This is an optimization exercise on Yosys and OpenROAD, whose aim is small area and a short achievable clock period, not a production implementation.
At most, simulation tests tie the RTL to the original design; equivalence was not proved.
Function not checked in runs 3 and 4: the RTL went through the layout flow alone.
In every run shown here, the design's own scripts or RTL, not TritonCTS, make the clock network.
No driver is modelled on the clock port, so clock power and skew are understated where the tree is cut down; a real chip needs a root buffer or a tree.
Power figures rest on the tool's default switching activity, not on a simulated workload.

[design/flow/flow/run.sh]
#!/bin/bash
# Standard layout (the standard.sh, standard synthesis unchanged) with
# three changes:
#  - port buffers are buf_2 cells instead of the slow clkdlybuf4s50_1 that
#    buffer_ports picks by default;
#  - after global placement, flow/outff.tcl moves each flip-flop that drives
#    an output port buffer next to that buffer (detailed placement legalizes);
#  - the clock tree is a balanced two-level inverter tree built by
#    flow/mycts.tcl in place of clock_tree_synthesis.
set -euo pipefail
export MYCTS_LEAF_SIZE=20
export MYCTS_MID=4
export MYCTS_BUF=sky130_fd_sc_hd__clkinv_8
export MYCTS_MIDBUF=sky130_fd_sc_hd__clkinv_16
bash standard.sh \
  "BUFFER_PORTS_ARGS=-buffer_cell sky130_fd_sc_hd__buf_2" \
  "POST_GLOBAL_PLACE_TCL=$PWD/flow/outff.tcl" \
  "PRE_CTS_TCL=$PWD/flow/mycts.tcl" \
  "RECOVER_POWER=60" \
  finish > standard.log 2>&1
[design/flow/flow/mycts.tcl]
# Two-level clock tree built by hand, used in place of clock_tree_synthesis.
# The clock port drives a few mid buffers; each drives leaf buffers placed at
# the centroids of k-means clusters of the flip-flops; every flip-flop is
# driven by a leaf buffer. Cells and cluster sizes come from MYCTS_* variables.

proc kmeans {pts k iters} {
  # pts: list of {x y}; returns list of cluster index per point
  set n [llength $pts]
  set cent {}
  # seed: points spread along sorted order
  set sorted [lsort -real -index 0 $pts]
  for {set i 0} {$i < $k} {incr i} {
    lappend cent [lindex $sorted [expr {int(($i + 0.5) * $n / $k)}]]
  }
  set asg [lrepeat $n 0]
  for {set it 0} {$it < $iters} {incr it} {
    set asg {}
    foreach p $pts {
      lassign $p x y
      set best 0; set bd 1e30
      set c 0
      foreach q $cent {
        lassign $q cx cy
        set d [expr {($x-$cx)*($x-$cx) + ($y-$cy)*($y-$cy)}]
        if {$d < $bd} { set bd $d; set best $c }
        incr c
      }
      lappend asg $best
    }
    set sx [lrepeat $k 0.0]; set sy [lrepeat $k 0.0]; set sn [lrepeat $k 0]
    foreach p $pts a $asg {
      lassign $p x y
      lset sx $a [expr {[lindex $sx $a] + $x}]
      lset sy $a [expr {[lindex $sy $a] + $y}]
      lset sn $a [expr {[lindex $sn $a] + 1}]
    }
    set new {}
    for {set c 0} {$c < $k} {incr c} {
      if {[lindex $sn $c] > 0} {
        lappend new [list [expr {[lindex $sx $c] / [lindex $sn $c]}] [expr {[lindex $sy $c] / [lindex $sn $c]}]]
      } else {
        lappend new [lindex $cent $c]
      }
    }
    set cent $new
  }
  return [list $asg $cent]
}

proc balance {pts cent cap} {
  # Assign each point to a cluster with room left, nearest pairs first.
  set pairs {}
  set i 0
  foreach p $pts {
    lassign $p x y
    set c 0
    foreach q $cent {
      lassign $q cx cy
      lappend pairs [list [expr {abs($x-$cx) + abs($y-$cy)}] $i $c]
      incr c
    }
    incr i
  }
  set asg [lrepeat [llength $pts] -1]
  set room [lrepeat [llength $cent] $cap]
  foreach pr [lsort -real -index 0 $pairs] {
    lassign $pr d i c
    if {[lindex $asg $i] >= 0 || [lindex $room $c] <= 0} continue
    lset asg $i $c
    lset room $c [expr {[lindex $room $c] - 1}]
  }
  return $asg
}

proc centroids {pts asg k} {
  set sx [lrepeat $k 0.0]; set sy [lrepeat $k 0.0]; set sn [lrepeat $k 0]
  foreach p $pts a $asg {
    lassign $p x y
    lset sx $a [expr {[lindex $sx $a] + $x}]
    lset sy $a [expr {[lindex $sy $a] + $y}]
    lset sn $a [expr {[lindex $sn $a] + 1}]
  }
  set cent {}
  for {set c 0} {$c < $k} {incr c} {
    set m [expr {max(1, [lindex $sn $c])}]
    lappend cent [list [expr {[lindex $sx $c] / $m}] [expr {[lindex $sy $c] / $m}]]
  }
  return $cent
}

proc inst_center {inst} {
  set b [$inst getBBox]
  return [list [expr {([$b xMin] + [$b xMax]) / 2.0}] [expr {([$b yMin] + [$b yMax]) / 2.0}]]
}

proc my_clock_tree {} {
  set leaf_size [expr {[info exists ::env(MYCTS_LEAF_SIZE)] ? $::env(MYCTS_LEAF_SIZE) : 32}]
  set nmid [expr {[info exists ::env(MYCTS_MID)] ? $::env(MYCTS_MID) : 4}]
  set bufname [expr {[info exists ::env(MYCTS_BUF)] ? $::env(MYCTS_BUF) : "sky130_fd_sc_hd__clkbuf_16"}]
  set block [ord::get_db_block]
  set master [[ord::get_db] findMaster $bufname]
  set midname [expr {[info exists ::env(MYCTS_MIDBUF)] ? $::env(MYCTS_MIDBUF) : $bufname}]
  set mmaster [[ord::get_db] findMaster $midname]
  set clk [$block findNet clk]
  set sinks {}
  set pts {}
  foreach it [$clk getITerms] {
    lappend sinks $it
    lappend pts [inst_center [$it getInst]]
  }
  set n [llength $sinks]
  set k [expr {int(ceil(double($n) / $leaf_size))}]
  puts "mycts: $n sinks, $k leaf buffers, $nmid mid buffers"
  lassign [kmeans $pts $k 30] asg cent
  set cap [expr {int(ceil(double($n) / $k))}]
  for {set r 0} {$r < 8} {incr r} {
    set asg [balance $pts $cent $cap]
    set cent [centroids $pts $asg $k]
  }
  # leaves
  set leaves {}
  for {set c 0} {$c < $k} {incr c} {
    set inst [odb::dbInst_create $block $master "clkbuf_leaf_${c}_clk"]
    set net [odb::dbNet_create $block "clknet_leaf_${c}_clk"]
    $net setSigType CLOCK
    [$inst getFirstOutput] connect $net
    lassign [lindex $cent $c] x y
    $inst setLocation [expr {int($x)}] [expr {int($y)}]
    $inst setPlacementStatus PLACED
    lappend leaves $inst
  }
  foreach it $sinks a $asg {
    $it disconnect
    $it connect [$block findNet "clknet_leaf_${a}_clk"]
  }
  # mids
  lassign [kmeans $cent $nmid 30] masg mcent
  for {set m 0} {$m < $nmid} {incr m} {
    set inst [odb::dbInst_create $block $mmaster "clkbuf_mid_${m}_clk"]
    set net [odb::dbNet_create $block "clknet_mid_${m}_clk"]
    $net setSigType CLOCK
    [$inst getFirstOutput] connect $net
    [$inst findITerm A] connect $clk
    lassign [lindex $mcent $m] x y
    $inst setLocation [expr {int($x)}] [expr {int($y)}]
    $inst setPlacementStatus PLACED
  }
  foreach leaf $leaves a $masg {
    [$leaf findITerm A] connect [$block findNet "clknet_mid_${a}_clk"]
  }
  $clk setSigType CLOCK
  catch {global_connect}
  set_propagated_clock [all_clocks]
  puts "mycts: done"
}

if {[info commands orig_clock_tree_synthesis] == ""} {
  rename clock_tree_synthesis orig_clock_tree_synthesis
  proc clock_tree_synthesis {args} { my_clock_tree }
}
[design/flow/flow/outff.tcl]
# After global placement: move each flip-flop that drives an output port's
# buffer next to that buffer, so the flop's output wire is short. Detailed
# placement legalizes the moved cells afterwards.
proc move_output_flops {} {
  set block [ord::get_db_block]
  set die [$block getDieArea]
  set cx [expr {([$die xMin] + [$die xMax]) / 2.0}]
  set cy [expr {([$die yMin] + [$die yMax]) / 2.0}]
  set step [expr {[info exists ::env(OUTFF_STEP_UM)] ? $::env(OUTFF_STEP_UM) : 6.0}]
  set step [expr {$step * [$block getDbUnitsPerMicron]}]
  set moved 0
  foreach bt [$block getBTerms] {
    if {[$bt getIoType] != "OUTPUT"} continue
    set net [$bt getNet]
    if {$net == "NULL"} continue
    set buf ""
    foreach it [$net getITerms] {
      if {[$it isOutputSignal]} { set buf [$it getInst] }
    }
    if {$buf == ""} continue
    set ff ""
    foreach it [$buf getITerms] {
      if {[$it isInputSignal]} {
        set n [$it getNet]
        if {$n == "NULL"} continue
        foreach j [$n getITerms] {
          if {[$j isOutputSignal] && [[[$j getInst] getMaster] isSequential]} { set ff [$j getInst] }
        }
      }
    }
    if {$ff == ""} continue
    lassign [$buf getLocation] bx by
    set dx [expr {$cx - $bx}]; set dy [expr {$cy - $by}]
    set d [expr {hypot($dx, $dy)}]
    if {$d < 1} continue
    set x [expr {int($bx + $step * $dx / $d)}]
    set y [expr {int($by + $step * $dy / $d)}]
    $ff setLocation $x $y
    incr moved
  }
  puts "outff: moved $moved output flip-flops next to their port buffers"
}
move_output_flops
[design/flow/standard.sh]
#!/bin/bash
# synth_recipe.tcl (not shown) runs the flow's synth.tcl, then flattens the netlist and writes it again
# the make line also repeats each setting of config.mk as NAME=value (left out here)
make -C /OpenROAD-flow-scripts/flow DESIGN_CONFIG=/design/flow/config.mk WORK_HOME=/design/flow/orfs CLKGATE_MAP_FILE= SYNTH_SCRIPT=/design/flow/synth_recipe.tcl "${@:-finish}"
[design/flow/config.mk]
export PLATFORM = sky130hd
export DESIGN_NAME = fifo_top
export DESIGN_NICKNAME = fifo_top
export VERILOG_FILES = /design/flow/design.v
export SDC_FILE = /design/flow/constraint.sdc
export NUM_CORES = 4
export LEC_CHECK = 0
export CAP_MARGIN = 20
export CORE_MARGIN = 2
export CORE_UTILIZATION = 60
export SETUP_SLACK_MARGIN = 2.85
export SLEW_MARGIN = 20
[design/flow/constraint.sdc]
create_clock -name core_clock -period 4.5 [get_ports {clk}]
set_input_delay 0.9000 -clock core_clock [delete_from_list [all_inputs] [get_ports {clk}]]
set_output_delay 0.9000 -clock core_clock [all_outputs]
set_load 0.01 [all_outputs]
[design/flow/design.v]
module fifo_top (
    input         clk,
    input         rst,         
    input  [63:0] inputs,
    input         in_vld,
    output        fifo_rdy,
    output [63:0] outputs,
    output        fifo_vld,
    input         mac_rdy
  );
  fifo #(.WORD_L(8), .DEPTH(8), .PORT_L(8)) u_fifo (
    .clk      (clk),
    .rst      (rst),
    .inputs   (inputs),
    .in_vld   (in_vld),
    .fifo_rdy (fifo_rdy),
    .outputs  (outputs),
    .fifo_vld (fifo_vld),
    .mac_rdy  (mac_rdy)
  );
endmodule

module fifo #(parameter WORD_L= 8, DEPTH= 8, PORT_L= 8) (
    input                                   clk,
    input                                   rst,
    input [PORT_L - 1 : 0] [WORD_L -1 : 0]  inputs,
    input                                   in_vld,
    output                                  fifo_rdy,
    output [PORT_L - 1 : 0] [WORD_L -1 : 0] outputs,
    output                                  fifo_vld,
    input                                   mac_rdy
  );
  localparam W = PORT_L * WORD_L;
  localparam M = DEPTH - 1;                 
  logic [M-1:0][W-1:0] mem;
  logic [W-1:0]        out_q;
  logic [M-1:0]        wr_oh;               
  logic [M-1:0]        rsel;                
  logic [DEPTH-1:0]    lvl;                 
  logic                rdy_q;               
  logic [M-1:0]        we_q;                
  logic                wr_en, rd_en, inc, dec, load, to_mem, from_mem;
  logic [DEPTH-1:0]    lvl_n;
  logic [M-1:0]        wr_oh_n, rd_oh, rd_oh_n;
  logic [W-1:0]        head;
  assign fifo_rdy = rdy_q;
  assign fifo_vld = lvl[0];
  assign outputs  = out_q;
  assign wr_en    = in_vld  & rdy_q;
  assign rd_en    = mac_rdy & lvl[0];
  assign inc      = wr_en & ~rd_en;
  assign dec      = rd_en & ~wr_en;
  assign load     = mac_rdy | ~lvl[0];
  assign from_mem = mac_rdy & lvl[1];       
  assign to_mem   = wr_en & (lvl[1] | (lvl[0] & ~mac_rdy));
  always_comb begin
    for (int i = 0; i < DEPTH; i++) begin
      if (inc)      lvl_n[i] = (i == 0) ? 1'b1 : lvl[i-1];
      else if (dec) lvl_n[i] = (i == DEPTH-1) ? 1'b0 : lvl[i+1];
      else          lvl_n[i] = lvl[i];
    end
  end
  assign rd_oh   = lvl[1] ? rsel : wr_oh;
  assign wr_oh_n = to_mem   ? {wr_oh[M-2:0], wr_oh[M-1]} : wr_oh;
  assign rd_oh_n = from_mem ? {rd_oh[M-2:0], rd_oh[M-1]} : rd_oh;
  always_ff @(posedge clk) begin
    if (!rst) begin
      lvl   <= '0;
      rdy_q <= 1'b1;
      wr_oh <= M'(1);
      we_q  <= M'(1);
      rsel  <= '0;
    end else begin
      lvl   <= lvl_n;
      rdy_q <= ~lvl_n[DEPTH-1];
      wr_oh <= wr_oh_n;
      we_q  <= lvl_n[DEPTH-1] ? '0 : wr_oh_n;
      rsel  <= lvl_n[1] ? rd_oh_n : '0;
    end
  end
  always_comb begin
    head = inputs & {W{~lvl[1]}};
    for (int k = 0; k < M; k++)
      head = head | (mem[k] & {W{rsel[k]}});
  end
  always_ff @(posedge clk) begin
    for (int k = 0; k < M; k++)
      if (we_q[k]) mem[k] <= inputs;
  end
  always_ff @(posedge clk)
    if (load) out_q <= head;
endmodule
==> results of run 1 <==
sequential cells by signal, indices dropped and copies added, names as in the netlist:
register	cells
u_fifo.mem	448
u_fifo.out_q	64
u_fifo.lvl	8
u_fifo.rsel	7
u_fifo.we_q	7
u_fifo.wr_oh	7
u_fifo.rdy_q	1
final cells by class:
cell class | instances | share of cell area [%]
Antenna cell | 2 | 0.0236
Inverter | 37 | 2.85
Multi-Input combinational cell | 400 | 14.2
Sequential cell | 542 | 75.5
Tap cell | 402 | 2.37
Timing Repair Buffer | 166 | 5.06
cells in the final DEF, fill, tap and decap left out, drive strengths merged:
cell type,synthesis,final
o21ai,8,8
o211ai,1,1
nor2b,6,6
and2,5,5
edfxtp,512,512
buf,28,97
a21o,1,1
a22oi,256,256
nor2,13,13
nand4,64,64
ha,2,2
nand2b,3,4
a211oi,7,7
clkbuf,35,69
clkinv,0,32
dfxtp,30,30
inv,5,5
mux2i,20,20
o311a,1,1
diode,0,2
nand2,12,12
timing repair:
item | 4_1_cts | 5_1_grt
endpoints found under the setup margin | 327 | 122
pin swaps | 6 | 6
hold endpoints to repair | 0 | 0
setup buffers | 20 | 5
gates resized for setup | 33 | 27
hold buffers | 0 | 0
cloned | 1 | 0
routing by layer:
metal | GRT usage [%] | vias up | wire length [um]
li1 | - | 4484 | -
met1 | 40.1 | 5400 | 19200
met2 | 43.8 | 429 | 21800
met3 | 2.49 | 66 | 3250
met4 | 5.39 | 0 | 1040
met5 | 0 | - | 0
where the power goes:
part / internal, uW / leakage (uW) / switching [uW]
Sequential: 5690 / 0.00505 / 88.0
Combinational: 170 / 0.00132 / 286
Clock: 324 / 0.000239 / 1680
Total: 6190 / 0.00661 / 2050
final timing paths:
kind                             start                         end  slack [ns]
min reg2reg  u_fifo.mem[319]$_DFFE_PP_  u_fifo.out_q[63]$_DFFE_PN_        0.53
min          u_fifo.mem[319]$_DFFE_PP_  u_fifo.out_q[63]$_DFFE_PN_        0.53
max reg2reg  u_fifo.we_q[5]$_SDFF_PP0_   u_fifo.mem[374]$_DFFE_PP_        1.44
max          u_fifo.we_q[5]$_SDFF_PP0_   u_fifo.mem[374]$_DFFE_PP_        1.44
cell families after synthesis:
| family | after synthesis | share of synthesized area [%] |
|---|---|---|
| and+or+nand+nor | 103 | 3.08 |
| buffers and inverters | 68 | 1.52 |
| adders and majority gates | 2 | 0.131 |
| muxes | 20 | 1.05 |
| AOI/OAI and AO/OA | 274 | 10.7 |
| DFF | 542 | 83.6 |
stage by stage:
step / area, um2 / worst slack [ns] / total power [uW]
after detailed placement: 20200 / 1.82 / 6300
final: 21200 / 1.44 / 8240
after global placement: 20200 / 1.78 / 6290
after floorplan: 19200 / 2.22 / 6070
after CTS: 21200 / 2.76 / 8290
after global routing: 21200 / 1.42 / 8520
==> reports/results.txt, run 1 <==
The worst hold slack across all endpoints came out at 0.529 ns. The final layout contains 1217 nets. Yosys instantiated no cell more often than sky130_fd_sc_hd__edfxtp_1. The startpoint type of the worst setup path is a flop.

The netlist uses 23 different library cells. Yosys attributes the largest share of cell area to sky130_fd_sc_hd__edfxtp_1 80%, sky130_fd_sc_hd__a22oi_1 10%, sky130_fd_sc_hd__dfxtp_1 3.1%, sky130_fd_sc_hd__nand4_1 2.1%, sky130_fd_sc_hd__mux2i_1 1.0%. Traced cell by cell, the critical path runs through clkbuf_1. The number of max-slew violations in the final report is 59. Slowest cell on the critical path: sky130_fd_sc_hd__dfxtp_1. The worst-case IR drop observed on VDD is 272 uV. For the remaining global-route overflow, the log shows 0. The worst setup path is captured at a flop. The HPWL after detailed placement is 19100 um. In this run the vertical extent of the chip is 183 um. The number of buffer and inverter instances along the worst setup path came out at 1.

Setup repair after global routing could not meet its margin everywhere. The logs give 19100 um2 for the post-synthesis instance area and 4 for the number of violations of the max-capacitance limit. The run gives 45300 um as the routed wire length. The number of hold violations in the final report is 0, and the number of synthesized register bits is 542.

The shortest clock period the worst path allows after layout works out to 3.06 ns. Once the floorplan was initialized, standard cells occupied 60.7% of the core. The leakage power was 0.00661 uW. For the number of inserted filler cells in the final layout, the log shows 2108. The number of warning messages in the yosys log was 1; the fraction of registers with async set or reset after synthesis was 0%. sky130_fd_sc_hd__edfxtp_1 takes more of the synthesized area than any other cell.

The area fraction of the dominant cell type after synthesis is 80.4%. The run finished, with violations left. Compared with the post-synthesis result, the final layout area differs by 10.9%. Clock transition at the register clock pins on the worst setup and hold paths after CTS: 0.08 ns. For the synthesized net count, the log shows 1079. The pin count of the biggest net entering global routing was 67. The logs give 5 for the first-pass iteration count of the detailed router and 67.4% for the core utilization of the finished layout. The count of buffers inserted at the top-level ports works out to 133. The commonest cells after synthesis are 512 x sky130_fd_sc_hd__edfxtp_1, 256 x sky130_fd_sc_hd__a22oi_1, 64 x sky130_fd_sc_hd__nand4_1.

Number of core rows: 65. In this run the standard cell core region covers 31500 um2. For the initial antenna violation count, the log shows 2. The area used by sequential logic in the layout was 16000 um2. The reasons given for failing layout checks are max-capacitance violations, max-slew violations. The horizontal die dimension works out to 183 um. The count of cells along the worst register-to-register path came out at 1. STA puts the critical path data arrival time at 2.86 ns. Type of the worst setup path: reg -> reg. The number of gates on the worst path with buffers counted works out to 1. After technology mapping, the gate count stands at 1009. For the total negative setup slack, the log shows 0 ns.

134 I/O pins were placed. Setup violations remaining at the end of the flow were counted as 0. The detail route stage leaves a number of antenna-violating nets equal to 0. The normalized max-slew margin was -11.5%; the cell area power density was 388 nW/um2. The area of the multi-input gates was 3010 um2; the synthesized area per cell was 18.9 um2. The worst clock skew is 0.0461 ns.

Static timing analysis puts the maximum clock frequency at 0.327 GHz. The slew at the pin with the worst max-slew slack is 1.67 ns. The remaining design rule violation count was 0; the detailed-route vias per instance was 6.70. The largest stage delay on the critical path was 1.33 ns; the total routing resource utilization after global routing was 26.7%. The average detailed-routed wire length per instance is 29.3 um, and the data required time at the worst endpoint is 4.31 ns. The global-route wire length before repair was 65400 um; the total via count after detailed routing was 10379.

The detailed router finished its first iteration with 970 violations. The tools report the number of global-route vias before repair as 10246. In this run, placement finished with an instance count of 1489. In this run, synthesis inferred 512 flip-flops with an integrated enable. Counting instances, the worst hold path has a depth of 2.

Of the cells placed in the final design, the portion with a size suffix greater than 1 is 14.6%. The die covers 33300 um2. The final critical-path share of the clock period is 67.9%. The cell class contributing the biggest share of worst-path delay is flip-flops.

For this run, the register share of the synthesized area comes to 83.6%. Along the worst path, the maximum fanout reaches 19. The later pin in the worst-skew pair is clocked with a latency of 0.24 ns. The post-route non-filler standard cell count was 1549. The min-delay analysis places its worst path in the category reg -> reg. Among all flip-flop cells after synthesis, the most frequent one is sky130_fd_sc_hd__edfxtp_1.
==> run 2, diff against run 1 <==
--- a/design/flow/flow/run.sh
+++ b/design/flow/flow/run.sh
@@ -17,4 +17,4 @@
   "POST_GLOBAL_PLACE_TCL=$PWD/flow/outff.tcl" \
   "PRE_CTS_TCL=$PWD/flow/mycts.tcl" \
-  "RECOVER_POWER=60" \
+  "RECOVER_POWER=30" \
   finish > standard.log 2>&1
==> reports/results.txt, run 2 <==
The run finished, with violations left. In this run the layout check failures are max-capacitance violations, max-slew violations. The number of max-slew violations in the final report was 40; the first-pass iteration count of the detailed router was 5. The average detailed-routed wire length per instance was 29.3 um. In the layout the commonest cells are 512 x sky130_fd_sc_hd__edfxtp_1, 256 x sky130_fd_sc_hd__a22oi_1, 83 x sky130_fd_sc_hd__buf_2. The largest registers in the layout are u_fifo.mem: 448 flops, u_fifo.out_q: 64 flops, u_fifo.lvl: 8 flops. Final-stage net count: 1217. The slowest cell on the critical path is sky130_fd_sc_hd__dfxtp_1. After legalization and detailed placement, the total HPWL measured 19100 um. The pin count of the biggest net entering global routing was 67. The leakage power is 0.00670 uW, and the peak clock frequency supported by timing is 0.420 GHz. After layout, the design draws a total of 8250 uW.

In the final layout, the share of cells above drive strength 1 is 16.7%. Once detail routing completed, the nets flagged for antenna violations numbered 0. The worst path uses 52.9% of the clock period.

For this design the ratio of total power to cell area is 387 nW/um2. The die is 183 um wide. The fraction of registers with async set or reset after synthesis was 0%; the routed wire length was 45400 um.

From bottom edge to top edge, the die measures 183 um. The cell area that synthesis handed to floorplanning was 19100 um2. In this run, synthesis produced a sequential element count of 542. Setup violations remaining at the end of the flow were counted as 0. The floorplan step defined a die boundary enclosing 33300 um2.

For this run, design rule violations remaining after detail routing come to 0. STA puts the critical path data arrival time at 2.22 ns. Summing the sequential cell areas from Yosys gives 83.6% of the chip area. In the synthesized netlist, the number of instances is 1009. In the global route stage, overall resource usage came out at 26.7%. The most used flip-flop cell after synthesis is sky130_fd_sc_hd__edfxtp_1. The largest single stage delay on the critical path is 1.34 ns.

In this run, synthesis inferred 512 flip-flops with an integrated enable. The slew at the pin with the worst max-slew slack is 1.54 ns. The detailed-route vias per instance is 6.68, and the worst clock skew is 0.0469 ns.

Most frequent standard cell in the layout excluding fill and tap cells: sky130_fd_sc_hd__edfxtp_1. The run gives 23 as the number of distinct library cell variants in the gate-level netlist after synthesis. Flip-flop count of the largest register after layout: 448. Across the run, the number of max-cap violations was 2. IR analysis of the VDD net gives a maximum drop of 274 uV. The run gives 134 as the I/O pin total.

The startpoint type of the worst setup path was a flop. Sorting the synthesized cells by area gives the leading types as sky130_fd_sc_hd__edfxtp_1 80%, sky130_fd_sc_hd__a22oi_1 10%, sky130_fd_sc_hd__dfxtp_1 3.1%, sky130_fd_sc_hd__nand4_1 2.1%, sky130_fd_sc_hd__mux2i_1 1.0%. The global-route wire length before repair is 65400 um.

Global routing finished with a remaining overflow of 0. The violation count after the first detailed-route iteration is 1053. The count of buffers added on input and output ports is 133. The routed layout has 10342 vias. The area fraction of the dominant cell type after synthesis came out at 80.4%. The worst setup path is captured at a flop. The layout overhead on the synthesized area is 11.5%, and the synthesized area per cell is 18.9 um2. At the later pin of the worst-skew pair, clock insertion delay measures 0.24 ns.

The finished layout holds 1548 standard cells, fillers aside. Setup total negative slack on the finished layout was measured at 0 ns. After synthesis, the most frequently instantiated cells are 512 x sky130_fd_sc_hd__edfxtp_1, 256 x sky130_fd_sc_hd__a22oi_1, 64 x sky130_fd_sc_hd__nand4_1. Setup repair after global routing could not meet its margin everywhere. Walking the worst path, the cells encountered are buf_4. In this run the standard cell core region covers 31500 um2. The number of hold violations in the final report came out at 0. On the critical path the largest part of the delay comes from flip-flops.

Data on the critical path is required at its endpoint by 4.35 ns. In this run the tightest slew margin relative to its limit is -2.78%. In this run, post-CTS hold repair placed 0 buffers. The clock transition at the register clock pins on the worst setup and hold paths after CTS is 0.08 ns.

Yosys instantiated no cell more often than sky130_fd_sc_hd__edfxtp_1. Number of warning messages in the yosys log: 1. For the placed instance count, the log shows 1489. The initial utilization of the core area, before any placement, comes to 60.7%. The number of buffer and inverter instances along the worst setup path was 1. The tools report the synthesized net count as 1079.

In this run the worst hold path is classified as reg -> reg. Biggest area consumer among synthesized cells: sky130_fd_sc_hd__edfxtp_1. In this run the worst path has a maximum fanout of 29. The type of the worst setup path was reg -> reg.

The register bank with the most flops is u_fifo.mem. For the number of global-route vias before repair, the log shows 10246. Initial antenna violation count: 2.

The shortest clock period the worst path allows after layout came out at 2.38 ns. In this run the core area contains 65 standard-cell rows.
-- run 2: path summary, 6_finish.rpt --
path                                      to  cells past startpoint                 startpoint  slack (ns)
setup / recovery   u_fifo.mem[333]$_DFFE_PP_                      1  u_fifo.we_q[5]$_SDFF_PP0_        2.12
setup reg to reg   u_fifo.mem[333]$_DFFE_PP_                      1  u_fifo.we_q[5]$_SDFF_PP0_        2.12
hold reg to reg   u_fifo.out_q[63]$_DFFE_PN_                      2  u_fifo.mem[319]$_DFFE_PP_        0.53
hold / removal    u_fifo.out_q[63]$_DFFE_PN_                      2  u_fifo.mem[319]$_DFFE_PP_        0.53
-- run 2: kinds of logic after synthesis --
| group | share of synthesized area, % |
|---|---|
| AO/OA/AOI/OAI | 10.7 |
| adder cells (fa/ha/maj) | 0.131 |
| buffers and inverters | 1.52 |
| flip-flops | 83.6 |
| multiplexers | 1.05 |
| AND/OR/NAND/NOR | 3.08 |
-- run 2: worst min-delay path, delay by kind of cell, from the launching register on --
kind | cells | cell delay [ns]
AO/OA/AOI/OAI | 1 | 0.06
flip-flops | 1 | 0.32
AND/OR/NAND/NOR | 1 | 0.09
-- run 2: stage by stage --
step	util [%]	instance area [um2]	setup WS (ns)	hold slack, ns
after floorplan	-	19200	2.22	0.487
after global placement	64.2	20200	1.78	0.522
after detailed placement	64.2	20200	1.82	0.532
after CTS	67.4	21200	2.76	0.522
after global routing	67.7	21300	2.08	0.568
final	67.7	21300	2.12	0.532
-- run 2: cell type report --
type / instances / area (um2)
repair buffers: 166 / 1180
fillers: 2097 / 10200
flip-flops and latches: 542 / 16000
inverters: 37 / 604
multi-input cells: 400 / 3010
diodes: 1 / 2.50
well taps: 402 / 503
-- run 2: what timing repair did --
action                     CTS  global route
cloned                       1             0
resized for setup           33            27
buffers inserted            20             5
hold endpoints to repair     0             0
setup endpoints to repair  327           122
pin swaps                    6             6
-- run 2: where the power goes --
| part | leakage, uW | total, uW | switching [uW] | internal (uW) |
|---|---|---|---|---|
| Sequential | 0.00505 | 5780 | 88.3 | 5690 |
| Clock | 0.000239 | 2010 | 1690 | 324 |
| Combinational | 0.00141 | 462 | 285 | 177 |
-- run 2: per-layer routing --
metal,vias up,track usage (%),part of all wire (%)
met5,-,0,0.031
met4,2,5.39,2.4
met3,73,2.49,7.1
met2,438,43.8,48
met1,5357,40.1,42
li1,4472,-,-
==> run 3, diff against run 2 <==
--- a/design/flow/design.v
+++ b/design/flow/design.v
@@ -80,5 +80,5 @@
   end
   always_comb begin
-    head = inputs & {W{~lvl[1]}};
+    head = '0;
     for (int k = 0; k < M; k++)
       head = head | (mem[k] & {W{rsel[k]}});
@@ -89,4 +89,6 @@
   end
   always_ff @(posedge clk)
-    if (load) out_q <= head;
+    out_q <= (out_q  & {W{~mac_rdy & lvl[0]}})
+           | (inputs & {W{load & ~lvl[1]}})
+           | (head   & {W{mac_rdy}});
 endmodule
--- a/design/flow/flow/run.sh
+++ b/design/flow/flow/run.sh
@@ -17,4 +17,3 @@
   "POST_GLOBAL_PLACE_TCL=$PWD/flow/outff.tcl" \
   "PRE_CTS_TCL=$PWD/flow/mycts.tcl" \
-  "RECOVER_POWER=30" \
   finish > standard.log 2>&1
==> reports/results.txt, run 3 <==
The flow ran to the end and the layout has no timing, DRC or antenna violations. In this run, distinct cell masters in the synthesized netlist total 27. The run gives 1.99 ns as the worst setup timing slack at the placement stage. The tools report the category of the worst setup path capture point as a flop.

The logs give 61.2% for the initial standard-cell utilization of the core and 11107 for the number of global-route vias before repair. The biggest area contributor in the post-synthesis netlist is sky130_fd_sc_hd__edfxtp_1. The largest stage delay on the critical path was 0.27 ns.

Library cell with the highest instance count after synthesis: sky130_fd_sc_hd__edfxtp_1. In the routed layout, each cell is associated on average with a via count of 6.85. Summing all flip-flop and latch instances after layout gives 15400 um2. The type of the worst setup path was in -> reg.

The insertion delay to the later sink of the worst-skew pair was 0.26 ns. The tools report the area enclosed by the die boundary as 33700 um2. Sequential cells account for 67.6% of the total power. Counting stages on the worst path, the most repeated cell is sky130_fd_sc_hd__buf_12.

Across every metal layer, demand over resource in global routing totals 28.8%. The number of core rows was 65; the first-pass iteration count of the detailed router was 6. The count of buffers inserted at the top-level ports was 133; the global-route wire length before repair was 71400 um. For the maximum ir drop on the vdd rail, the log shows 297 uV. For the number of max-slew violations in the final report, the log shows 0. The tools report the number of failing setup endpoints in the final timing report as 0. The clock network is responsible for 23.8% of the overall power. Counting I/O delays and the setup requirement, the final critical path takes 1.87 ns. Entering global routing, the biggest net connects 71 pins. Slowest cell on the critical path: sky130_fd_sc_hd__a221o_1. STA puts the critical path data arrival time at 2.01 ns. For the number of violations of the max-capacitance limit, the log shows 0.

The run gives 1 as the number of warning messages in the yosys log. The logs give 5 for the initial antenna violation count and 1308 for the violation count after the first detailed-route iteration. The post-route netlist has 30.3% of its cells at a drive strength greater than 1. For this design the total switching power over the nets is 2180 uW. The number of nets in the synthesized netlist is 1162. Combinational logic burns 8.6% of the power. At the pin with the least slew margin, the transition time is 0.656 ns. Leaving out fill and tap cells, the most frequent cells in the layout are 448 x sky130_fd_sc_hd__edfxtp_1, 128 x sky130_fd_sc_hd__a22oi_1, 122 x sky130_fd_sc_hd__buf_2. The tools report the remaining global-route overflow as 0. The commonest cells after synthesis are 448 x sky130_fd_sc_hd__edfxtp_1, 128 x sky130_fd_sc_hd__a22oi_1, 94 x sky130_fd_sc_hd__dfxtp_1. The routed layout has 11315 vias. The register bank with the most flops is u_fifo.mem. Summed over all failing endpoints, the final setup total negative slack is 0 ns.

The worst hold slack across all endpoints was 0.477 ns; the average detailed-routed wire length per instance was 29.8 um. The tightest min-delay check is of the reg -> reg type. Among all flip-flop cells after synthesis, the most frequent one is sky130_fd_sc_hd__edfxtp_1. The number of synthesized register bits is 542, and the routed wire length is 49200 um. The leakage power came out at 0.00767 uW. The critical path goes through buf_12 -> nor2b_4 -> buf_4 -> buf_12 -> bufbuf_16 -> nor3b_2 -> a221o_1. In the routed design, unresolved DRC markers number 0.

Of the total power, the share spent switching nets is 25.8%. The peak clock frequency supported by timing came out at 0.534 GHz. Counting the fill cells in the layout gives 1983. The tools report the normalized max-slew margin as 56.2%. Measured on the finished design, the core utilization comes to 71.5%. In the post-synthesis netlist, the biggest area contributors are sky130_fd_sc_hd__edfxtp_1 70%, sky130_fd_sc_hd__dfxtp_1 9.7%, sky130_fd_sc_hd__a22oi_1 5.0%, sky130_fd_sc_hd__a221o_1 3.3%, sky130_fd_sc_hd__a222oi_1 3.3%. The core region area was 31600 um2. The run gives 4.64 ns as the data required time at the worst endpoint.

The synthesized design contains 448 enable-type register cells. For this run, asynchronously set or reset flops after synthesis account for 0%. The area fraction of the dominant cell type after synthesis works out to 69.5%. The number of buffer and inverter instances along the worst setup path was 4. For this design the ratio of total power to cell area is 373 nW/um2. The final critical-path share of the clock period was 41.6%.

The y dimension of the die was 184 um. Cell class contributing the biggest share of worst-path delay: buffers and inverters. From left edge to right edge, the die measures 184 um. The tools report the number of hold violations in the final report as 0. The detail route stage leaves a number of antenna-violating nets equal to 0.

The synthesized netlist cell count is 1092, and the clock transition at the register clock pins on the worst setup and hold paths after CTS is 0.08 ns. The most frequent standard cell in the layout excluding fill and tap cells is sky130_fd_sc_hd__edfxtp_1. On the final layout, the worst clock skew is 0.0861 ns.

The tools report the startpoint type of the worst setup path as a primary input. In this run, post-CTS hold repair placed 0 buffers. The logs give 2.63 ns for the setup slack of the critical path after layout and 79.3% for the sequential cell area fraction in the yosys report. Cell internal power was estimated by the tool at 6270 uW.

The maximum fanout along the worst path works out to 4. The placed instance count is 1563. The register with the most flip-flops in the layout has 448 of them. The I/O pin total came out at 134. In the final layout, the multi-input gates occupy 4090 um2. Synthesized area per cell: 17.7 um2. After legalization and detailed placement, the total HPWL measured 21800 um. In the final layout, the registers with the most flip-flops are u_fifo.mem: 448 flops, u_fifo.out_q: 64 flops, u_fifo.lvl: 8 flops. Setup repair after global routing could not meet its margin everywhere.

The mapped netlist covers 19300 um2. The post-route non-filler standard cell count came out at 1651. In the final design database the tool counted 1318 nets. The layout overhead on the synthesized area was 16.9%.
## run 3: cell count changes in the layout (fill, tap and decap cells not counted), moves of 19 or more
cell and change:
sky130_fd_sc_hd__a22oi_1 -128, sky130_fd_sc_hd__a221o_1 +64, sky130_fd_sc_hd__a222oi_1 +64, sky130_fd_sc_hd__edfxtp_1 -64, sky130_fd_sc_hd__nand3_1 +64, sky130_fd_sc_hd__nand4_1 -64
sky130_fd_sc_hd__nor3b_2 +60, sky130_fd_sc_hd__clkbuf_1 -45, sky130_fd_sc_hd__buf_2 +39, sky130_fd_sc_hd__dfxtp_2 +33, sky130_fd_sc_hd__dfxtp_1 +25, sky130_fd_sc_hd__buf_6 +19
## run 3: area by class of cell
class,instances,area share (%)
Sequential cell,542,68.2
Multi-Input combinational cell,463,18.1
Timing Repair Buffer,205,8.81
Inverter,36,2.62
Tap cell,402,2.22
Antenna cell,3,0.0332
## run 3: layer usage
metal  vias to the layer above  track usage (%)  routed length (um)
met5                         -                0                  27
met4                         4             9.28                1860
met3                       103             3.72                3980
met2                       531             47.6               23700
met1                      5786             40.2               19600
li1                       4891                -                   -
## run 3: path summary, 6_finish.rpt
path                                                from                        to  slack [ns]  cells after the start
worst max-delay path                             mac_rdy  u_fifo.out_q[45]$_DFF_P_        2.63                      7
worst min-delay path            u_fifo.out_q[15]$_DFF_P_  u_fifo.out_q[15]$_DFF_P_        0.48                      1
worst max register to register  u_fifo.lvl[1]$_SDFF_PN0_  u_fifo.out_q[21]$_DFF_P_        2.76                      3
worst min register to register  u_fifo.out_q[15]$_DFF_P_  u_fifo.out_q[15]$_DFF_P_        0.48                      1
## run 3: power by group through the flow
stage | sequential (uW) | combinational [uW] | clock, uW
2_1_floorplan | 5830 | 278 | 0
3_3_place_gp | 5820 | 518 | 0
3_5_place_dp | 5820 | 536 | 0
4_1_cts | 5700 | 691 | 2050
5_1_grt | 5720 | 772 | 2220
6_report | 5700 | 725 | 2010
## run 3: cells by family (layout without fill, tap and decap cells)
family | Yosys count | count (layout) | share of synthesized area (%)
AO/OA/AOI/OAI | 274 | 274 | 12.2
buffers and inverters | 87 | 241 | 2.22
AND/OR/NAND/NOR | 167 | 167 | 5.12
multiplexers | 20 | 20 | 1.03
other | 0 | 3 | 0
flip-flops | 542 | 542 | 79.3
adder cells (fa/ha/maj) | 2 | 2 | 0.129
## run 3: per-stage QoR
step	area (um2)	power, uW
final	22600	8440
after detailed placement	20700	6360
after CTS	22300	8440
after floorplan	19800	6110
after global routing	22600	8710
after global placement	20700	6330
## run 3: timing repair
action	in CTS	in global routing
resized for setup	97	51
pin swaps	35	21
setup endpoints to repair	320	146
setup buffers	33	8
gates cloned	12	0
endpoints found under the hold margin	0	0
==> run 4, diff against run 3 <==
--- a/design/flow/config.mk
+++ b/design/flow/config.mk
@@ -9,4 +9,4 @@
 export CORE_MARGIN = 2
 export CORE_UTILIZATION = 60
-export SETUP_SLACK_MARGIN = 2.85
+export SETUP_SLACK_MARGIN = 2.95
 export SLEW_MARGIN = 20
==> reports/results.txt, run 4 <==
After Yosys synthesis, and, or, nand and nor cells account for 5.12% of the synthesized area. The routed wire length was 49900 um; the largest stage delay on the critical path was 0.31 ns. The area fraction of the dominant cell type after synthesis is 69.5%. After the flow finishes, the layout carries non-filler instances totaling 1674. The register with the most flip-flops in the layout has 448 of them. Among all flip-flop cells after synthesis, the most frequent one is sky130_fd_sc_hd__edfxtp_1. Ranked by total cell area, the synthesized netlist is headed by sky130_fd_sc_hd__edfxtp_1 70%, sky130_fd_sc_hd__dfxtp_1 9.7%, sky130_fd_sc_hd__a22oi_1 5.0%, sky130_fd_sc_hd__a221o_1 3.3%, sky130_fd_sc_hd__a222oi_1 3.3%. STA classifies the critical path startpoint as a primary input.

For the number of violations of the max-capacitance limit, the log shows 0. Across all layers, the routed design uses 11467 vias. The xor/xnor share of the synthesized area is 0%.

In this run the critical register-to-register path is launched from u_fifo.rsel[5]$_SDFF_PN0_. In this design, the critical path's most frequently occurring cell is sky130_fd_sc_hd__buf_12. Summed over all failing endpoints, the final setup total negative slack is 0 ns. The critical path goes through buf_12 -> nor2b_4 -> buf_12 -> buf_12 -> buf_16 -> nor3b_2 -> a221o_1. After clock tree synthesis, the clock-pin slew on the worst setup and hold paths is 0.08 ns. The worst path uses 41.9% of the clock period. Buffers inserted to repair hold after CTS numbered 0.

The post-synthesis instance area was 19300 um2; the detailed-route vias per instance was 6.85. In this run the worst hold path is classified as reg -> reg. After the first detailed-routing iteration, the DRC count stood at 1388. In the routed design, unresolved DRC markers number 0. The shortest clock period the worst path allows after layout is 1.89 ns, and the initial standard-cell utilization of the core is 61.2%. The normalized max-slew margin is 56.1%, and the insertion delay to the later sink of the worst-skew pair is 0.26 ns. The tools report the end point of the critical path as u_fifo.out_q[21]$_DFF_P_. After synthesis, the largest family of logic cells by area is compound AO/OA/AOI/OAI gates. The synthesized area per cell is 17.7 um2, and the count of buffers inserted at the top-level ports is 133. Tracing the worst setup path back leads to its startpoint at mac_rdy. For this run the aggregate overflow at the end of global routing stands at 0. Once detail routing completed, the nets flagged for antenna violations numbered 0.

Measured in cells, the most critical reg-to-reg path has a length of 4. The layout overhead on the synthesized area was 20.0%. Once placement completed, the tool counted placed cells totaling 1563. The first global-routing pass estimated 72800 um of wire.

The horizontal die dimension was 184 um; the average detailed-routed wire length per instance was 29.8 um. The flop-to-flop setup slack came out at 2.75 ns. Multiplexer cells account for 1.03% of the synthesized area. The cell area power density is 370 nW/um2. The worst clock skew came out at 0.0887 ns.

Row generation in the floorplan step produced 65 rows. Before antenna repair, the detailed router went through 8 iterations. The number of failing setup endpoints in the final timing report is 0. Leaving out fill and tap cells, the most frequent cell in the layout is sky130_fd_sc_hd__edfxtp_1. Data arrives at the worst endpoint at 1.94 ns. The worst-case IR drop observed on VDD is 306 uV. The slew at the pin with the worst max-slew slack works out to 0.659 ns. For the number of hold violations in the final report, the log shows 0. The worst setup path is of the in -> reg kind. The fraction of registers with async set or reset after synthesis works out to 0%.

The largest registers in the layout are u_fifo.mem: 448 flops, u_fifo.out_q: 64 flops, u_fifo.lvl: 8 flops. The fraction of final layout cells sized beyond drive strength 1 is 34.2%, and the post-detailed-placement cell area is 20700 um2. In the final design database the tool counted 1341 nets. The total routing resource utilization after global routing is 29.4%, and the y dimension of the die is 184 um. The synthesized netlist devotes 12.2% of its cell area to compound gates. Along the worst path, the maximum fanout reaches 8. The peak clock frequency supported by timing came out at 0.530 GHz. The largest total area in the synthesized netlist belongs to sky130_fd_sc_hd__edfxtp_1.

Category of the worst setup path capture point: a flop. The initial antenna violation count is 5. The number of flops mapped to enable cells by yosys came out at 448. The slowest stage of the critical path belongs to the cell sky130_fd_sc_hd__a221o_1.

The detailed-placement wirelength estimate is 21800 um, and the pin count of the biggest net entering global routing is 71. Of the total synthesized cell area, the portion taken by full adders, half adders and majority gates is 0.129%. The analysis attributes to cell leakage a power of 0.00789 uW. At the worst endpoint, the required time is 4.56 ns.

The top cell types in the final layout, fill and taps aside, are 448 x sky130_fd_sc_hd__edfxtp_1, 128 x sky130_fd_sc_hd__a22oi_1, 78 x sky130_fd_sc_hd__buf_6. Synthesis produced 1092 cells. The number of warning messages in the yosys log came out at 1. The number of nets in the synthesized netlist is 1162.

Once layout is complete, the utilization of the core stands at 73.4%. The tools report the number of max-slew violations in the final report as 0. Summing all non-filler instances in the final layout gives an area of 23200 um2. In this run, distinct cell masters in the synthesized netlist total 27.

The library cell with the highest instance count after synthesis was sky130_fd_sc_hd__edfxtp_1. The flow ran to the end and the layout has no timing, DRC or antenna violations. The commonest cells after synthesis are 448 x sky130_fd_sc_hd__edfxtp_1, 128 x sky130_fd_sc_hd__a22oi_1, 94 x sky130_fd_sc_hd__dfxtp_1. The core region area was 31600 um2; the number of synthesized register bits was 542. In this run the critical register-to-register path is captured at u_fifo.out_q[22]$_DFF_P_. For the I/O pin total, the log shows 134. The die covers 33700 um2.

The depth of the worst hold-timing path was 1; the sequential cell area fraction in the yosys report was 79.3%. The run gives 11385 as the number of global-route vias before repair. Setup repair after global routing could not meet its margin everywhere.

The register with the most flip-flops in the final layout is u_fifo.mem.
-- run 4: routing by layer --
| layer | wire [um] | track usage, % |
|---|---|---|
| met5 | 27 | 0 |
| met2 | 24300 | 49.0 |
| met4 | 1710 | 9.54 |
| met3 | 4380 | 4.20 |
| met1 | 19400 | 40.5 |
-- run 4: worst min path at each step --
stage,slack (ns),endpoint,startpoint
after floorplan,0.47,u_fifo.rsel[0]$_SDFF_PN0_,u_fifo.wr_oh[0]$_SDFF_PN1_
after global placement,0.46,u_fifo.out_q[49]$_DFF_P_,u_fifo.out_q[49]$_DFF_P_
after detailed placement,0.47,u_fifo.out_q[47]$_DFF_P_,u_fifo.out_q[47]$_DFF_P_
after CTS,0.48,u_fifo.out_q[61]$_DFF_P_,u_fifo.out_q[61]$_DFF_P_
after global routing,0.49,u_fifo.out_q[57]$_DFF_P_,u_fifo.out_q[57]$_DFF_P_
final,0.48,u_fifo.out_q[26]$_DFF_P_,u_fifo.out_q[26]$_DFF_P_
-- run 4: cell type report --
cell class / instances / area [um2]
sequential: 542 / 15500
inverter: 36 / 593
tap: 402 / 503
fill: 1914 / 8420
timing repair buffer: 228 / 2520
antenna: 3 / 7.51
multi-input combinational: 463 / 4110
-- run 4: timing repair --
action / CTS / global route
cloned: 12 / 0
gates resized for setup: 191 / 47
pin swaps: 35 / 14
setup buffers: 57 / 7
setup endpoints to repair: 364 / 172
-- run 4: power breakdown --
part / total [uW] / leakage (uW) / internal (uW) / switching (uW)
sequential: 5720 / 0.00492 / 5610 / 115
combinational: 839 / 0.00273 / 441 / 397
clock: 2020 / 0.000239 / 326 / 1700
-- run 4: cell families (layout without fill, tap and decap cells) --
logic type               after synthesis  after routing
adder cells (fa/ha/maj)                2              2
buffers and inverters                 87            264
AO/OA/AOI/OAI                        274            274
flip-flops                           542            542
multiplexers                          20             20
AND/OR/NAND/NOR                      167            167
other                                  0              3
-- run 4: critical path, delay by kind of cell --
| family | cells | cell delay [ns] |
|---|---|---|
| AOI/OAI and AO/OA | 1 | 0.31 |
| buffers and inverters | 4 | 0.53 |
| and+or+nand+nor | 2 | 0.19 |
-- run 4: stage by stage --
| stage | worst slack, ns | hold slack (ns) | total power (uW) |
|---|---|---|---|
| 3_5_place_dp | 1.99 | 0.465 | 6360 |
| 6_report | 2.61 | 0.480 | 8580 |
| 2_1_floorplan | 2.40 | 0.467 | 6110 |
| 5_1_grt | 2.60 | 0.494 | 8840 |
| 4_1_cts | 2.65 | 0.476 | 8560 |
| 3_3_place_gp | 2.04 | 0.464 | 6330 |
==> run 5, diff against run 4 <==
--- a/design/flow/design.v
+++ b/design/flow/design.v
@@ -80,5 +80,5 @@
   end
   always_comb begin
-    head = '0;
+    head = inputs & {W{~lvl[1]}};
     for (int k = 0; k < M; k++)
       head = head | (mem[k] & {W{rsel[k]}});
@@ -89,6 +89,4 @@
   end
   always_ff @(posedge clk)
-    out_q <= (out_q  & {W{~mac_rdy & lvl[0]}})
-           | (inputs & {W{load & ~lvl[1]}})
-           | (head   & {W{mac_rdy}});
+    if (load) out_q <= head;
 endmodule
--- a/design/flow/flow/run.sh
+++ b/design/flow/flow/run.sh
@@ -14,6 +14,6 @@
 export MYCTS_MIDBUF=sky130_fd_sc_hd__clkinv_16
 bash standard.sh \
-  "BUFFER_PORTS_ARGS=-buffer_cell sky130_fd_sc_hd__buf_2" \
-  "POST_GLOBAL_PLACE_TCL=$PWD/flow/outff.tcl" \
+  "BUFFER_PORTS_ARGS=-inputs -buffer_cell sky130_fd_sc_hd__buf_1" \
+  "POST_GLOBAL_PLACE_TCL=$PWD/flow/postgp.tcl" \
   "PRE_CTS_TCL=$PWD/flow/mycts.tcl" \
   finish > standard.log 2>&1
==> design/flow/flow/postgp.tcl (new file) <==
# After global placement: buffer the output ports with buf_2 (the inputs were
# buffered with buf_1 by buffer_ports before global placement), then move the
# flip-flops that drive output buffers next to them.
buffer_ports -outputs -buffer_cell sky130_fd_sc_hd__buf_2
source [file join [file dirname [info script]] outff.tcl]
--- a/design/flow/config.mk
+++ b/design/flow/config.mk
@@ -9,4 +9,4 @@
 export CORE_MARGIN = 2
 export CORE_UTILIZATION = 60
-export SETUP_SLACK_MARGIN = 2.95
+export SETUP_SLACK_MARGIN = 2.85
 export SLEW_MARGIN = 20
==> reports/results.txt, run 5 <==
The flow ran to the end and the layout has no timing, DRC or antenna violations. At the end of the flow the core is filled with cells to 67.7%. After clock tree synthesis, the flow added hold-fix buffers numbering 0. Across every metal layer, demand over resource in global routing totals 26.8%. More flip-flops sit in one register than any other, and that register is u_fifo.mem. In the final layout, the multi-input gates occupy 3020 um2.

The tools report the data required time at the worst endpoint as 4.59 ns. Final critical-path share of the clock period: 42.1%. For the post-synthesis instance area, the log shows 19100 um2.

For the final-stage net count, the log shows 1221. In this run the vertical extent of the chip is 183 um. The depth of the worst hold-timing path came out at 2. The count of cells along the worst register-to-register path was 8; the peak clock frequency supported by timing was 0.528 GHz. Setup repair after global routing could not meet its margin everywhere. Once detailed placement completed, the half-perimeter wirelength came to 19300 um. The fraction of final layout cells sized beyond drive strength 1 came out at 15.7%. Each instance of the synthesized netlist takes up on average 18.9 um2. After synthesis the netlist holds a flip-flop and latch count of 542. Summed over all instances, the cell type with the most area after synthesis is sky130_fd_sc_hd__edfxtp_1. The largest registers in the layout are u_fifo.mem: 448 flops, u_fifo.out_q: 64 flops, u_fifo.lvl: 8 flops.

The count of buffers inserted at the top-level ports is 133, and the global-route wire length before repair is 65500 um. Leaving out fill and tap cells, the most frequent cell in the layout is sky130_fd_sc_hd__edfxtp_1. The total negative setup slack is 0 ns, and the arrival time at the worst endpoint is 1.99 ns.

The largest single stage delay on the critical path is 0.31 ns. The worst setup path is captured at a flop. The later pin in the worst-skew pair is clocked with a latency of 0.24 ns.

The class of the tightest hold or removal check was reg -> reg. Once the floorplan was initialized, standard cells occupied 60.7% of the core. Global routing finished with a remaining overflow of 0. The number of core rows came out at 65. The tools report the launch instance of the worst min-delay path as u_fifo.mem[316]$_DFFE_PP_.

Summing all non-filler instances in the final layout gives an area of 21300 um2. Entering global routing, the biggest net connects 67 pins. The analysis attributes to net switching a power of 2040 uW. After clock tree synthesis, the clock-pin slew on the worst setup and hold paths is 0.08 ns.

Ranked by total cell area, the synthesized netlist is headed by sky130_fd_sc_hd__edfxtp_1 80%, sky130_fd_sc_hd__a22oi_1 10%, sky130_fd_sc_hd__dfxtp_1 3.1%, sky130_fd_sc_hd__nand4_1 2.1%, sky130_fd_sc_hd__mux2i_1 1.0%. The detailed-route vias per instance was 6.61; the fraction of power spent switching nets was 24.8%. The run gives 2.83 ns as the flop-to-flop setup slack. The post-detailed-placement cell area is 20100 um2, and the sequential cell area fraction in the yosys report is 83.6%. The slowest cell on the critical path was sky130_fd_sc_hd__mux2i_1. Of the post-synthesis cell area, the dominant cell type holds 80.4%. Wires add up to 45200 um. The maximum fanout along the worst path is 8.

The library cell with the highest instance count after synthesis is sky130_fd_sc_hd__edfxtp_1. Of the total power, combinational logic draws 5.6%. Measured along the x axis, the die boundary spans 183 um.

The number of buffer and inverter instances along the worst setup path works out to 4. At the pin with the least slew margin, the transition time is 1.15 ns. For the number of global-route vias before repair, the log shows 10271. The initial antenna violation count is 4, and the layout overhead on the synthesized area is 11.4%. The portion of total power attributed to sequential cells was 70.2%. Walking the worst path, the cells encountered are buf_1 -> nand2_2 -> buf_12 -> ha_4 -> mux2i_1 -> o21ai_4 -> nand2_4 -> buf_6 -> inv_1. The synthesized netlist cell count is 1009, and the flip-flop count of the largest register after layout is 448. The cell class contributing the biggest share of worst-path delay was buffers and inverters.

The cell area power density works out to 386 nW/um2. The type of the worst setup path is in -> reg. Once detail routing completed, the nets flagged for antenna violations numbered 0.

Counting I/O delays and the setup requirement, the final critical path takes 1.89 ns. The tool flagged a number of max-cap violations equal to 0. The number of warning messages in the yosys log is 1.

Internal power comes to 6180 uW. For the number of distinct library cell variants in the gate-level netlist after synthesis, the log shows 23. The worst register-to-register path begins at u_fifo.lvl[0]$_SDFFE_PN0P_. The run gives 0 as the remaining design rule violation count. In the final layout, flip-flops and latches occupy 16000 um2. In the synthesized netlist the async set-or-reset flop fraction comes to 0%.

Across the VDD grid, the largest voltage drop is 274 uV. The number of inserted filler cells in the final layout was 2043. Startpoint type of the worst setup path: a primary input. Between clock sinks in the finished design, the worst skew comes to 0.0573 ns. By count the netlist is led by 512 x sky130_fd_sc_hd__edfxtp_1, 256 x sky130_fd_sc_hd__a22oi_1, 64 x sky130_fd_sc_hd__nand4_1. The leakage power is 0.00660 uW, and the first-pass iteration count of the detailed router is 5. Per report_power, the clock group accounts for 24.2% of the total.

The total power of the final layout came out at 8220 uW. The total via count after detailed routing was 10277; the number of max-slew violations in the final report was 0. The core region area was 31500 um2; the number of flops mapped to enable cells by yosys was 512. The top cell types in the final layout, fill and taps aside, are 512 x sky130_fd_sc_hd__edfxtp_1, 256 x sky130_fd_sc_hd__a22oi_1, 67 x sky130_fd_sc_hd__buf_2.

The worst pin sits at a relative slew slack of 23.5%. The destination of the worst register-to-register timing path was u_fifo.we_q[5]$_SDFF_PP0_. The first routing iteration left 1141 violations. The logs give 134 for the I/O pin total and 1079 for the synthesized net count. The area enclosed by the die boundary came out at 33300 um2. Average detailed-routed wire length per instance: 29.0 um.

OpenSTA, run right after detailed placement, puts the worst setup slack at 1.56 ns. Number of failing setup endpoints in the final timing report: 0. The worst hold path terminates at u_fifo.out_q[60]$_DFFE_PN_.

The dominant register cell in the synthesized netlist is sky130_fd_sc_hd__edfxtp_1. The setup slack of the critical path after layout came out at 2.61 ns. The number of hold violations in the final report came out at 0.
[run 5: cell count changes in the layout (fill, tap and decap cells not counted), moves of 10 or more]
| cell | change |
|---|---|
| sky130_fd_sc_hd__a221o_1 | -64 |
| sky130_fd_sc_hd__a222oi_1 | -64 |
| sky130_fd_sc_hd__a22oi_1 | +128 |
| sky130_fd_sc_hd__buf_1 | +65 |
| sky130_fd_sc_hd__buf_12 | -12 |
| sky130_fd_sc_hd__buf_16 | -10 |
| sky130_fd_sc_hd__buf_4 | -17 |
| sky130_fd_sc_hd__buf_6 | -72 |
| sky130_fd_sc_hd__dfxtp_2 | -64 |
| sky130_fd_sc_hd__edfxtp_1 | +64 |
| sky130_fd_sc_hd__nand3_1 | -64 |
| sky130_fd_sc_hd__nand4_1 | +64 |
| sky130_fd_sc_hd__nor3b_2 | -61 |
[run 5: area by class of cell]
type / count / share of cell area, %
Sequential cell: 542 / 75.3
Tap cell: 402 / 2.36
Antenna cell: 4 / 0.0470
Multi-Input combinational cell: 400 / 14.2
Timing Repair Buffer: 170 / 5.35
Inverter: 37 / 2.80
[run 5: power groups by stage]
stage / clock [uW] / combinational, uW / sequential [uW]
finish: 1990 / 463 / 5770
global route: 2200 / 503 / 5780
CTS: 2040 / 448 / 5770
detailed placement: 0 / 388 / 5900
global placement: 0 / 261 / 5970
floorplan: 0 / 156 / 5920
[run 5: worst max path at each step]
stage / cells after the start / startpoint / to
4_1_cts: 8 / in_vld / u_fifo.rsel[4]$_SDFF_PN0_
2_1_floorplan: 6 / mac_rdy / u_fifo.we_q[0]$_SDFF_PN1_
6_report: 9 / in_vld / u_fifo.lvl[1]$_SDFF_PN0_
3_5_place_dp: 3 / mac_rdy / u_fifo.out_q[57]$_DFFE_PN_
5_1_grt: 8 / in_vld / u_fifo.we_q[5]$_SDFF_PP0_
3_3_place_gp: 3 / mac_rdy / u_fifo.out_q[56]$_DFFE_PN_
[run 5: metrics by stage]
step	instances	hold WS, ns
after floorplan	1009	0.487
after global placement	1424	0.528
after detailed placement	1490	0.530
after CTS	1541	0.544
after global routing	1553	0.575
final	1555	0.541
[run 5: metal layers]
metal | share of wire (%) | vias up | wire [um] | global-route usage, %
met5 | 0 | - | 0 | 0
met1 | 41 | 5299 | 18600 | 38.1
met4 | 2.8 | 0 | 1270 | 5.55
met2 | 49 | 407 | 22100 | 45.2
li1 | - | 4487 | - | -
met3 | 7.3 | 84 | 3270 | 3.65
[run 5: tightest hold or removal path, stage by stage (launching register included)]
cell and delay (ns):
sky130_fd_sc_hd__edfxtp_1 0.32, sky130_fd_sc_hd__a22oi_1 0.06, sky130_fd_sc_hd__nand4_1 0.07
[run 5: logic make-up after synthesis]
logic type                 share of synthesized area [%]
adders and majority gates                          0.131
DFF                                                 83.6
muxes                                               1.05
buffers and inverters                               1.52
AOI/OAI and AO/OA                                   10.7
and+or+nand+nor                                     3.08
[run 5: timing repair]
| item | CTS | global route |
|---|---|---|
| setup buffers | 18 | 10 |
| gates cloned | 1 | 0 |
| pin swaps | 5 | 10 |
| resized for setup | 27 | 20 |
| endpoints found under the setup margin | 330 | 107 |
==> run 6, diff against run 5 <==
--- a/design/flow/flow/run.sh
+++ b/design/flow/flow/run.sh
@@ -13,7 +13,8 @@
 export MYCTS_BUF=sky130_fd_sc_hd__clkinv_8
 export MYCTS_MIDBUF=sky130_fd_sc_hd__clkinv_16
+export OUTFF_AT_PIN=1
 bash standard.sh \
-  "BUFFER_PORTS_ARGS=-inputs -buffer_cell sky130_fd_sc_hd__buf_1" \
-  "POST_GLOBAL_PLACE_TCL=$PWD/flow/postgp.tcl" \
+  "BUFFER_PORTS_ARGS=-buffer_cell sky130_fd_sc_hd__buf_2" \
+  "POST_GLOBAL_PLACE_TCL=$PWD/flow/outff.tcl" \
   "PRE_CTS_TCL=$PWD/flow/mycts.tcl" \
   finish > standard.log 2>&1
--- a/design/flow/flow/outff.tcl
+++ b/design/flow/flow/outff.tcl
@@ -31,4 +31,14 @@
     if {$ff == ""} continue
     lassign [$buf getLocation] bx by
+    if {[info exists ::env(OUTFF_AT_PIN)] && $::env(OUTFF_AT_PIN)} {
+      # put the port buffer just inside the core next to its pin
+      set core [$block getCoreArea]
+      set pb [$bt getBBox]
+      set px [expr {([$pb xMin] + [$pb xMax]) / 2}]
+      set py [expr {([$pb yMin] + [$pb yMax]) / 2}]
+      set bx [expr {min(max($px, [$core xMin]), [$core xMax] - 3000)}]
+      set by [expr {min(max($py, [$core yMin]), [$core yMax] - 3000)}]
+      $buf setLocation $bx $by
+    }
     set dx [expr {$cx - $bx}]; set dy [expr {$cy - $by}]
     set d [expr {hypot($dx, $dy)}]
removed: design/flow/flow/postgp.tcl
==> reports/results.txt, run 6 <==
The worst-case IR drop observed on VDD is 265 uV. For the number of inserted filler cells in the final layout, the log shows 2082. Summed over all instances, the cell type with the most area after synthesis is sky130_fd_sc_hd__edfxtp_1. In the routed layout, each cell is associated on average with a via count of 6.74.

The tools report the number of violations of the max-capacitance limit as 0. Insertion delay to the later sink of the worst-skew pair: 0.24 ns. Horizontal die dimension: 183 um.

Setup repair after global routing could not meet its margin everywhere. Across every metal layer, demand over resource in global routing totals 27.1%. The end point of the critical path was u_fifo.rsel[2]$_SDFF_PN0_.

The first global-routing pass estimated 65900 um of wire. Sorting the synthesized cells by area gives the leading types as sky130_fd_sc_hd__edfxtp_1 80%, sky130_fd_sc_hd__a22oi_1 10%, sky130_fd_sc_hd__dfxtp_1 3.1%, sky130_fd_sc_hd__nand4_1 2.1%, sky130_fd_sc_hd__mux2i_1 1.0%. In the final layout, the registers with the most flip-flops are u_fifo.mem: 448 flops, u_fifo.out_q: 64 flops, u_fifo.lvl: 8 flops. Category of the worst setup path capture point: a flop.

The launching point of the worst reg2reg path is u_fifo.lvl[1]$_SDFF_PN0_. Measured in cells, the most critical reg-to-reg path has a length of 5. The initial antenna violation count was 6; the number of hold violations in the final report was 0. The slew at the pin with the worst max-slew slack was 1.13 ns; the number of core rows was 65. In the synthesized netlist, mux cells make up 1.05% of the area. For this design the static power due to leakage is 0.00683 uW. The normalized max-slew margin came out at 24.8%.

The largest family of logic cells by synthesized area was compound AO/OA/AOI/OAI gates. After Yosys synthesis, XOR and XNOR cells account for 0% of the synthesized area. Clock-pin slew was measured on the worst setup and hold paths at 0.08 ns. The mapped netlist covers 19100 um2.

After Yosys synthesis, full adders, half adders and majority gates account for 0.131% of the synthesized area. In the synthesized netlist the async set-or-reset flop fraction comes to 0%. The average detailed-routed wire length per instance was 29.5 um. u_fifo.mem holds more flip-flops than any other register. Setup violations remaining at the end of the flow were counted as 0. The number of distinct library cell variants in the gate-level netlist after synthesis came out at 23. The number of max-slew violations in the final report was 0. The peak clock frequency supported by timing is 0.591 GHz. The number of hold buffers added after CTS was 0; the number of synthesized register bits was 542. The path class of the tightest hold or removal check is reg -> reg. The most common cell in the synthesized netlist is sky130_fd_sc_hd__edfxtp_1.

The cell area power density is 384 nW/um2, and the worst clock skew is 0.0549 ns. The shortest clock period the worst path allows after layout was 1.69 ns; the count of buffers inserted at the top-level ports was 133. In the synthesized netlist the dominant register cell turns out to be sky130_fd_sc_hd__edfxtp_1. STA puts the critical path data required time at 4.65 ns.

The fraction of final layout cells sized beyond drive strength 1 is 21.6%. The area enclosed by the die boundary came out at 33300 um2. The register with the most flip-flops in the layout has 448 of them. The routed design has 45800 um of wire.

In this run the register-to-register setup slack is 2.86 ns. Summed over all nets, the half-perimeter wirelength after detailed placement is 19400 um. The number of antenna-violating nets in the routed design was 0; the remaining design rule violation count was 0. Layout overhead on the synthesized area: 12.2%. When the netlist entered floorplanning its net count stood at 1079.

The number of global-route vias before repair came out at 10332. The endpoint identified for the worst register-to-register timing path is u_fifo.out_q[9]$_DFFE_PN_. The commonest cells after synthesis are 512 x sky130_fd_sc_hd__edfxtp_1, 256 x sky130_fd_sc_hd__a22oi_1, 64 x sky130_fd_sc_hd__nand4_1. In the final layout, the multi-input gates occupy 3020 um2. The area used by sequential logic in the layout is 16000 um2. The floorplan step set the die height to 183 um. After synthesis, the mean cell area works out to 18.9 um2. The most frequent standard cell in the layout excluding fill and tap cells was sky130_fd_sc_hd__edfxtp_1.

The run gives 1221 as the final-stage net count. The tools report the arrival time at the worst endpoint as 1.85 ns. In the layout the commonest cells are 512 x sky130_fd_sc_hd__edfxtp_1, 256 x sky130_fd_sc_hd__a22oi_1, 131 x sky130_fd_sc_hd__buf_2. The pin count of the biggest net entering global routing was 65. The most critical setup path has its startpoint at mac_rdy. The I/O pin total was 134. Violation count after the first detailed-route iteration: 1078.

The tools report the startpoint type of the worst setup path as a primary input. The setup path with the least slack is of type in -> reg. The core region area is 31500 um2, and the number of flops mapped to enable cells by yosys is 512. The logs give 60.7% for the initial standard-cell utilization of the core and 0.552 ns for the worst hold slack across all endpoints. The flow ran to the end and the layout has no timing, DRC or antenna violations. The total via count after detailed routing was 10481. The remaining global-route overflow is 0, and the number of warning messages in the yosys log is 1. After Yosys synthesis, and, or, nand and nor cells account for 3.08% of the synthesized area. The maximum fanout along the worst path came out at 8. The synthesized netlist devotes 10.7% of its cell area to compound gates. After synthesis, flip-flops and latches occupy 83.6% of the total area. The final critical-path share of the clock period works out to 37.6%. The first-pass iteration count of the detailed router was 5. Synthesis produced a netlist whose cell count is 1009.

The top cell type by area accounts for 80.4% of the synthesized area. In the final timing run, aggregate negative setup slack is 0 ns.
## run 6: cell counts after synthesis
No cell type changed its count.
## run 6: layout make-up
class	instances	share of cell area, %
diodes	3	0.0350
inverters	37	2.84
multi-input cells	400	14.1
flip-flops and latches	542	74.8
well taps	402	2.35
repair buffers	170	5.93
## run 6: routing by layer
layer / wire, um / up-vias / GRT usage [%]
met3: 3630 / 78 / 3.75
met4: 962 / 6 / 5.19
li1: - / 4494 / -
met5: 34 / - / 0
met2: 22100 / 465 / 44.9
met1: 19100 / 5438 / 39.4
## run 6: kinds of logic (layout without fill, tap and decap cells)
| group | after synthesis | count (layout) |
|---|---|---|
| fa+ha+maj | 2 | 2 |
| simple gates | 103 | 104 |
| buf+inv | 68 | 207 |
| compound gates | 274 | 274 |
| other cells | 0 | 3 |
| mux | 20 | 20 |
| flops | 542 | 542 |
## run 6: where the power goes
| group | total, uW | internal, uW | switching [uW] |
|---|---|---|---|
| Combinational | 477 | 186 | 291 |
| Clock | 1990 | 324 | 1660 |
| Sequential | 5780 | 5690 | 85.2 |
## run 6: worst max-delay path: stages
cell	delay (ns)
sky130_fd_sc_hd__buf_12	0.11
sky130_fd_sc_hd__nand2_8	0.06
sky130_fd_sc_hd__inv_4	0.03
sky130_fd_sc_hd__ha_4	0.15
sky130_fd_sc_hd__mux2i_2	0.14
sky130_fd_sc_hd__o21ai_2	0.15
sky130_fd_sc_hd__nand2_4	0.12
sky130_fd_sc_hd__a211oi_2	0.17
## run 6: stage by stage
stage | instance area (um2) | worst slack [ns] | cells | util [%] | power (uW)
final | 21400 | 2.81 | 1554 | 68.1 | 8240
after global placement | 20200 | 1.78 | 1489 | 64.2 | 6290
after CTS | 21300 | 2.68 | 1544 | 67.6 | 8270
after detailed placement | 20200 | 1.82 | 1489 | 64.2 | 6300
after global routing | 21400 | 2.75 | 1552 | 68.1 | 8510
after floorplan | 19200 | 2.22 | 1009 | - | 6070
## run 6: worst min path at each step
stage / start / cells past startpoint / slack, ns / to
2_1_floorplan: u_fifo.wr_oh[6]$_SDFF_PN0_ / 2 / 0.49 / u_fifo.wr_oh[0]$_SDFF_PN1_
3_3_place_gp: u_fifo.wr_oh[0]$_SDFF_PN1_ / 2 / 0.52 / u_fifo.wr_oh[0]$_SDFF_PN1_
3_5_place_dp: u_fifo.mem[250]$_DFFE_PP_ / 2 / 0.54 / u_fifo.out_q[58]$_DFFE_PN_
4_1_cts: u_fifo.mem[256]$_DFFE_PP_ / 2 / 0.54 / u_fifo.out_q[0]$_DFFE_PN_
5_1_grt: u_fifo.mem[283]$_DFFE_PP_ / 2 / 0.57 / u_fifo.out_q[27]$_DFFE_PN_
6_report: u_fifo.mem[283]$_DFFE_PP_ / 2 / 0.55 / u_fifo.out_q[27]$_DFFE_PN_
## run 6: repair_timing
action                     4_1_cts  5_1_grt
setup buffers                   21        7
pin swaps                       10        9
gates cloned                     2        0
gates resized for setup         37       19
setup endpoints to repair      323      102

port drivers added, routing unchanged:
The results above use ideal ports. As a check the final layouts listed here were re-extracted and re-timed, cells and wires unchanged. Step 1 assumes that a clkbuf_16 drives the clock port and a buf_2 every other input. Step 2 times the ports against the registers' clock, not the clock port: input delays grow and output delays shrink by t, the midpoint of the rising clock arrivals with the driver on. Three values: ideal ports, drivers, drivers and shift; two values: the first two.
| run | shift t [ns] | slack for setup (ns) | cell pins on the clock port's net |
|---|---|---|---|
| run 1 | 0.453 | 1.444 / 1.445 / 1.445 | 4 |
| run 2 | 0.454 | 2.121 / 2.122 / 2.122 | 4 |
| run 3 | 0.459 | 2.627 / 2.616 / 2.352 | 4 |
| run 4 | 0.460 | 2.615 / 2.631 / 2.352 | 4 |
| run 5 | 0.458 | 2.606 / 2.582 / 2.341 | 4 |
| run 6 | 0.458 | 2.809 / 2.584 / 2.549 | 4 |
The setup slack of run 3, which loses most, moves by -0.011 ns with the drivers and by -0.275 ns with both steps.
